This is an optimization exercise on Yosys and OpenROAD, whose aim is small area, not a production implementation.
Function was checked by simulation only, so behaviour that the tests miss may differ from the original.
The clock port is modelled as an ideal driver; clocking choices that lean on that would not hold on a real chip.
Power and IR drop assume default switching activity.

==> flow/design.v <==
module Binary2BCD #( parameter W = 18)(input [W-1:0]val, output reg [W+(W-4)/3:0]bcd);
	integer i, j;
	always @(val) begin
		for (i = 0; i <= W+(W-4)/3; i = i + 1) bcd[i] = 0;
		bcd[W-1:0] = val;
		for (i = 0; i <= W-4; i = i + 1)
			for (j = 0; j <= i / 3; j = j + 1)
				if (bcd[W - i + 4 * j -: 4] > 4)
					bcd[W - i + 4 * j -: 4] = bcd[W - i + 4 * j -: 4] + 4'd3;
	end
endmodule
module BCD2SevenSegment(input [3:0] bcd, output reg [6:0] out);
	always @(bcd) begin
		case (bcd)
			4'h0   : out = 7'b1000000;
			4'h1   : out = 7'b1111001;
			4'h2   : out = 7'b0100100;
			4'h3   : out = 7'b0110000;
			4'h4   : out = 7'b0011001;
			4'h5   : out = 7'b0010010;
			4'h6   : out = 7'b0000010;
			4'h7   : out = 7'b1111000;
			4'h8   : out = 7'b0000000;
			4'h9   : out = 7'b0011000;
			default: out = 7'bXXXXXXX;
		endcase
	end
endmodule
module DistanceSensor(input CLOCK_50, input reset, input echo, output reg trig, output [6:0] HEX3, HEX2, HEX1, HEX0);
	reg [21:0] r;
	reg [11:0] p;
	reg [3:0] u, t;
	reg [2:0] h;
	reg [3:0] du, dt;
	reg [2:0] dh;
	wire ones21 = &r[20:0];
	wire wrap = ones21 & ~r[21];              
	wire first = ones21 & r[21] & ~trig;      
	wire splice = ~|(r[20:0] ^ 21'h0AAAAA);   
	wire fb = ~(r[21] ^ r[20]) ^ splice;
	wire end500 = r[10] & r[11] & ~r[13] & ~r[19];  
	wire pfb = ~(p[11] ^ p[10]);
	wire pend = ~p[0] & p[1] & ~p[2] & p[3] & p[4] & ~p[5] & p[6] & ~p[8] & p[9] & p[11];  
	wire p499 = p[0] & ~p[3] & p[4] & ~p[5] & ~p[6] & p[9] & ~p[11];                   
	wire [3:0] un, tn;
	wire [2:0] hn;
	assign un = {((u[0] & u[1]) | (~u[1] & ~u[2] & u[3]) | (u[1] & u[2])), ((~u[0] & ~u[2]) | (~u[0] & ~u[3])), ((~u[1] & ~u[2] & ~u[3]) | (u[1] & u[2])), ((u[0] & ~u[1]) | (~u[1] & u[2] & ~u[3]))};
	assign tn = {((t[0] & t[1]) | (~t[1] & ~t[2] & t[3]) | (t[1] & t[2])), ((~t[0] & ~t[2]) | (~t[0] & ~t[3])), ((~t[1] & ~t[2] & ~t[3]) | (t[1] & t[2])), ((t[0] & ~t[1]) | (~t[1] & t[2] & ~t[3]))};
	assign hn = {((h[0] & h[1]) | (h[2])), ((~h[0] & h[1]) | (h[0] & ~h[1])), ((~h[0]))};
	wire u9 = (~u[1] & u[2] & u[3]);
	wire t9 = (~t[1] & t[2] & t[3]);
	wire sat = (h[0] & h[1] & h[2]);
	wire q655 = ((h[1] & h[2])) & ((t[0])) & ((u[0]));  
	always @(posedge CLOCK_50) begin
		if (reset) begin
			r <= 0;
			trig <= 0;
		end else begin
			r <= {~r[20:0], fb};
			if (wrap) trig <= 1;
			else if (end500) trig <= 0;
		end
		if (wrap || reset) begin
			p <= 0;
			u <= 4'd0; t <= 4'd0; h <= 3'd0;
		end else if (echo && !sat) begin
			if (q655 && p499) begin
				h <= 3'd7;
			end else if (pend) begin
				p <= 0;
				u <= un;
				if (u9) begin
					t <= tn;
					if (t9) h <= hn;
				end
			end else p <= {p[10:0], pfb};
		end
		if (wrap || first) begin
			du <= u; dt <= t; dh <= h;
		end
	end
	wire dsat = (dh[0] & dh[1] & dh[2]);
	wire [6:0] su, st, sh;
	assign su[0] = (~du[0] & du[2] & ~du[3]);
	assign su[1] = (du[0] & ~du[1]);
	assign su[2] = (du[1] & du[2] & du[3]);
	assign su[3] = (~du[0] & ~du[1] & du[2]) | (du[1] & ~du[3]);
	assign su[4] = (~du[1] & du[2]) | (du[1] & ~du[2]) | (du[1] & ~du[3]);
	assign su[5] = (du[1]);
	assign su[6] = (~du[0] & ~du[2] & ~du[3]) | (du[1] & ~du[3]);
	assign st[0] = (~dt[0] & dt[2] & ~dt[3]);
	assign st[1] = (dt[0] & ~dt[1]);
	assign st[2] = (dt[1] & dt[2] & dt[3]);
	assign st[3] = (~dt[0] & ~dt[1] & dt[2]) | (dt[1] & ~dt[3]);
	assign st[4] = (~dt[1] & dt[2]) | (dt[1] & ~dt[2]) | (dt[1] & ~dt[3]);
	assign st[5] = (dt[1]);
	assign st[6] = (~dt[0] & ~dt[2] & ~dt[3]) | (dt[1] & ~dt[3]);
	assign sh[0] = (~dh[0] & ~dh[1] & dh[2]) | (dh[0] & ~dh[1] & ~dh[2]);
	assign sh[1] = (~dh[0] & dh[1] & dh[2]) | (dh[0] & ~dh[1] & dh[2]);
	assign sh[2] = (~dh[0] & dh[1] & ~dh[2]);
	assign sh[3] = (~dh[0] & ~dh[1] & dh[2]) | (dh[0] & ~dh[1] & ~dh[2]) | (dh[0] & dh[1] & dh[2]);
	assign sh[4] = (dh[0]) | (~dh[1] & dh[2]);
	assign sh[5] = (dh[0] & ~dh[2]) | (dh[1] & ~dh[2]);
	assign sh[6] = (~dh[1] & ~dh[2]);
	assign HEX3 = {~dsat, 1'b0, dsat, dsat, 3'b000};
	assign HEX2 = sh;
	assign HEX1 = dsat ? 7'b0011000 : st;
	assign HEX0 = dsat ? 7'b0011000 : su;
endmodule
export LEC_CHECK = 0
export CAP_MARGIN = 20
export CORE_MARGIN = 2
export CORE_UTILIZATION = 40
export SLEW_MARGIN = 20
create_clock -name core_clock -period 30.0 [get_ports {CLOCK_50}]
standard.sh (not shown) runs the stock make flow with config.mk's settings and CLKGATE_MAP_FILE= SYNTH_SCRIPT=/design/flow/synth_recipe.tcl, a recipe that flattens the netlist after the stock synthesis.
==> flow/flow/run.sh <==
#!/bin/bash
# Own layout flow: the standard synthesis, then a stronger area-oriented
# re-mapping of the combinational logic only (every flip-flop instance of the
# standard synthesis is kept as it is, with its name and cell type), then the
# standard ORFS layout with small port buffers and clock buffers.
set -euo pipefail
HERE=$(pwd)
PLAT=$FLOW_HOME/platforms/$FLOW_PLATFORM
LIB=$PLAT/lib/sky130_fd_sc_hd__tt_025C_1v80.lib
RES=$HERE/orfs/results/$FLOW_PLATFORM/DistanceSensor/base
PORTBUF="BUFFER_PORTS_ARGS=-buffer_cell sky130_fd_sc_hd__buf_1"

bash standard.sh synth > synth.log 2>&1
cp $RES/1_2_yosys.v $HERE/std_synth.v

# Re-map with 16 random seeds and two mappings, four at a time; keep
# the smallest netlist that passes yosys's check.
VARIANTS=""
for S in $(seq 0 15); do for D in 0 1; do VARIANTS="$VARIANTS ${S}_${D}"; done; done
run_one() {
  local V=$1 S=${1%_*} D=${1#*_} DCH=""
  [[ $D == 1 ]] && DCH="\&dch -f"
  sed -e "s#@T@#30#" -e "s#@S@#$S#" -e "s#@DCH@#$DCH#" flow/deep.abc.in > deep_$V.abc
  sed -e "s#@LIB@#$LIB#g" -e "s#@IN@#$HERE/std_synth.v#" -e "s#@TOP@#$FLOW_TOP#g" \
      -e "s#@ABC@#$HERE/deep_$V.abc#" -e "s#@OUT@#$HERE/resyn_$V.v#" flow/resyn.ys.in > resyn_$V.ys
  yosys -l resyn_$V.log resyn_$V.ys > /dev/null 2>&1 || true
}
N=0
for V in $VARIANTS; do
  run_one $V &
  N=$((N + 1))
  if (( N % 4 == 0 )); then wait; fi
done
wait
BEST=""; BESTA=""
for V in $VARIANTS; do
  [[ -f resyn_$V.v ]] || continue
  if yosys -l resyn_check_$V.log -p "read_liberty -lib $LIB; read_verilog $HERE/resyn_$V.v; hierarchy -top $FLOW_TOP; check -assert -mapped" > /dev/null 2>&1; then
    A=$(grep 'Chip area' resyn_$V.log | awk '{print $NF}')
    echo "$V $A" >> resyn_areas.txt
    if [[ -z "$BEST" ]] || awk "BEGIN{exit !($A < $BESTA)}"; then BEST=$V; BESTA=$A; fi
  fi
done
echo "best seed: ${BEST:-none} area ${BESTA:-}" > resyn_choice.txt
if [[ -n "$BEST" ]]; then
  cp $HERE/resyn_$BEST.v $RES/1_2_yosys.v
  rm -f $RES/1_synth.odb $RES/1_synth.sdc
fi

bash standard.sh "$PORTBUF" SKIP_REPAIR_TIE_FANOUT=1 CTS_ARGS="$(cat flow/cts.args)" finish > layout.log 2>&1
Other scripts of this flow, unchanged in this note and not shown: flow/flow/cts.args, flow/flow/deep.abc.in, flow/flow/resyn.ys.in
Rerun with:
--- a/flow/flow/run.sh
+++ b/flow/flow/run.sh
@@ -15,6 +15,6 @@
 
-# Re-map with 16 random seeds and two mappings, four at a time; keep
+# Re-map with 8 random seeds and two mappings, four at a time; keep
 # the smallest netlist that passes yosys's check.
 VARIANTS=""
-for S in $(seq 0 15); do for D in 0 1; do VARIANTS="$VARIANTS ${S}_${D}"; done; done
+for S in $(seq 0 7); do for D in 0 1; do VARIANTS="$VARIANTS ${S}_${D}"; done; done
 run_one() {
@@ -49,2 +49,2 @@
 
-bash standard.sh "$PORTBUF" SKIP_REPAIR_TIE_FANOUT=1 CTS_ARGS="$(cat flow/cts.args)" finish > layout.log 2>&1
+bash standard.sh "$PORTBUF" SKIP_REPAIR_TIE_FANOUT=1 POST_CTS_TCL=$HERE/flow/downsize_clk.tcl CTS_ARGS="$(cat flow/cts.args)" finish > layout.log 2>&1
==> flow/flow/downsize_clk.tcl (new file) <==
# Runs after clock tree synthesis (POST_CTS_TCL).
# Downsize clock buffers while every flip-flop clock pin keeps a slew under
# the limit (estimated from placement).
proc worst_clk_slew {} {
  set worst 0
  foreach pin [get_pins -hierarchical */CLK] {
    set s [get_property $pin slew_max]
    if {$s > $worst} { set worst $s }
  }
  return $worst
}
set limit 0.110
estimate_parasitics -placement
puts "downsize_clk: start worst clock slew [worst_clk_slew]"
set smaller {sky130_fd_sc_hd__clkbuf_4 sky130_fd_sc_hd__clkbuf_2 sky130_fd_sc_hd__clkbuf_1}
foreach inst [get_cells *] {
  set m [get_property $inst ref_name]
  set idx [lsearch $smaller $m]
  if {$idx < 0} continue
  set out [get_pins -of_objects $inst -filter "direction == output"]
  set net [get_nets -of_objects $out]
  if {![string match "clknet*" [get_property $net name]]} continue
  while {$idx + 1 < [llength $smaller]} {
    set cand [lindex $smaller [expr {$idx + 1}]]
    replace_cell $inst $cand
    estimate_parasitics -placement
    set w [worst_clk_slew]
    if {$w > $limit} {
      replace_cell $inst [lindex $smaller $idx]
      estimate_parasitics -placement
      break
    }
    puts "downsize_clk: [get_property $inst name] -> $cand (worst $w)"
    incr idx
  }
}
puts "downsize_clk: end worst clock slew [worst_clk_slew]"
check_placement -verbose
Total power goes down by a few percent.
Hold slack barely changes.
Register-to-register slack is about the same.
Rerun with:
--- a/flow/flow/run.sh
+++ b/flow/flow/run.sh
@@ -15,6 +15,6 @@
 
-# Re-map with 8 random seeds and two mappings, four at a time; keep
+# Re-map with several random seeds and two mappings, four at a time; keep
 # the smallest netlist that passes yosys's check.
 VARIANTS=""
-for S in $(seq 0 7); do for D in 0 1; do VARIANTS="$VARIANTS ${S}_${D}"; done; done
+for S in 0 1 2 3 4 5 6 7; do for D in 0 1; do VARIANTS="$VARIANTS ${S}_${D}"; done; done
 run_one() {
@@ -49,2 +49,2 @@
 
-bash standard.sh "$PORTBUF" SKIP_REPAIR_TIE_FANOUT=1 POST_CTS_TCL=$HERE/flow/downsize_clk.tcl CTS_ARGS="$(cat flow/cts.args)" finish > layout.log 2>&1
+bash standard.sh "$PORTBUF" CTS_ARGS="$(cat flow/cts.args)" finish > layout.log 2>&1
removed: flow/flow/downsize_clk.tcl
Final area rose by 0.71%.
Clock skew fell by 0.024 ns.
First-iteration DRC count fell by 29%.

port drivers added, routing unchanged:
How much do the figures lean on ideal ports? The routed layouts below were timed once more, with nothing changed but the port constraints.
Step 1 assumes that a clkbuf_16 drives the clock port and a buf_2 every other input.
Step 2 adds t to the input delays and takes it off the output delays; t is the mean of the earliest and latest rising clock arrival at the registers after step 1. Input paths then give back, and output paths get back, about the clock's delay inside the block.
Slacks: ideal ports / drivers / drivers and shift; pairs: ideal ports / drivers.
run | t (ns) | slack for setup (ns) | cell pins on the clock port's net
the first run | 0.404 | 21.862 / 21.837 / 22.129 | 1
the second run | 0.460 | 21.798 / 21.773 / 22.137 | 1
the third run | 0.395 | 21.825 / 21.802 / 21.935 | 1
After both steps every run listed still meets setup and hold.
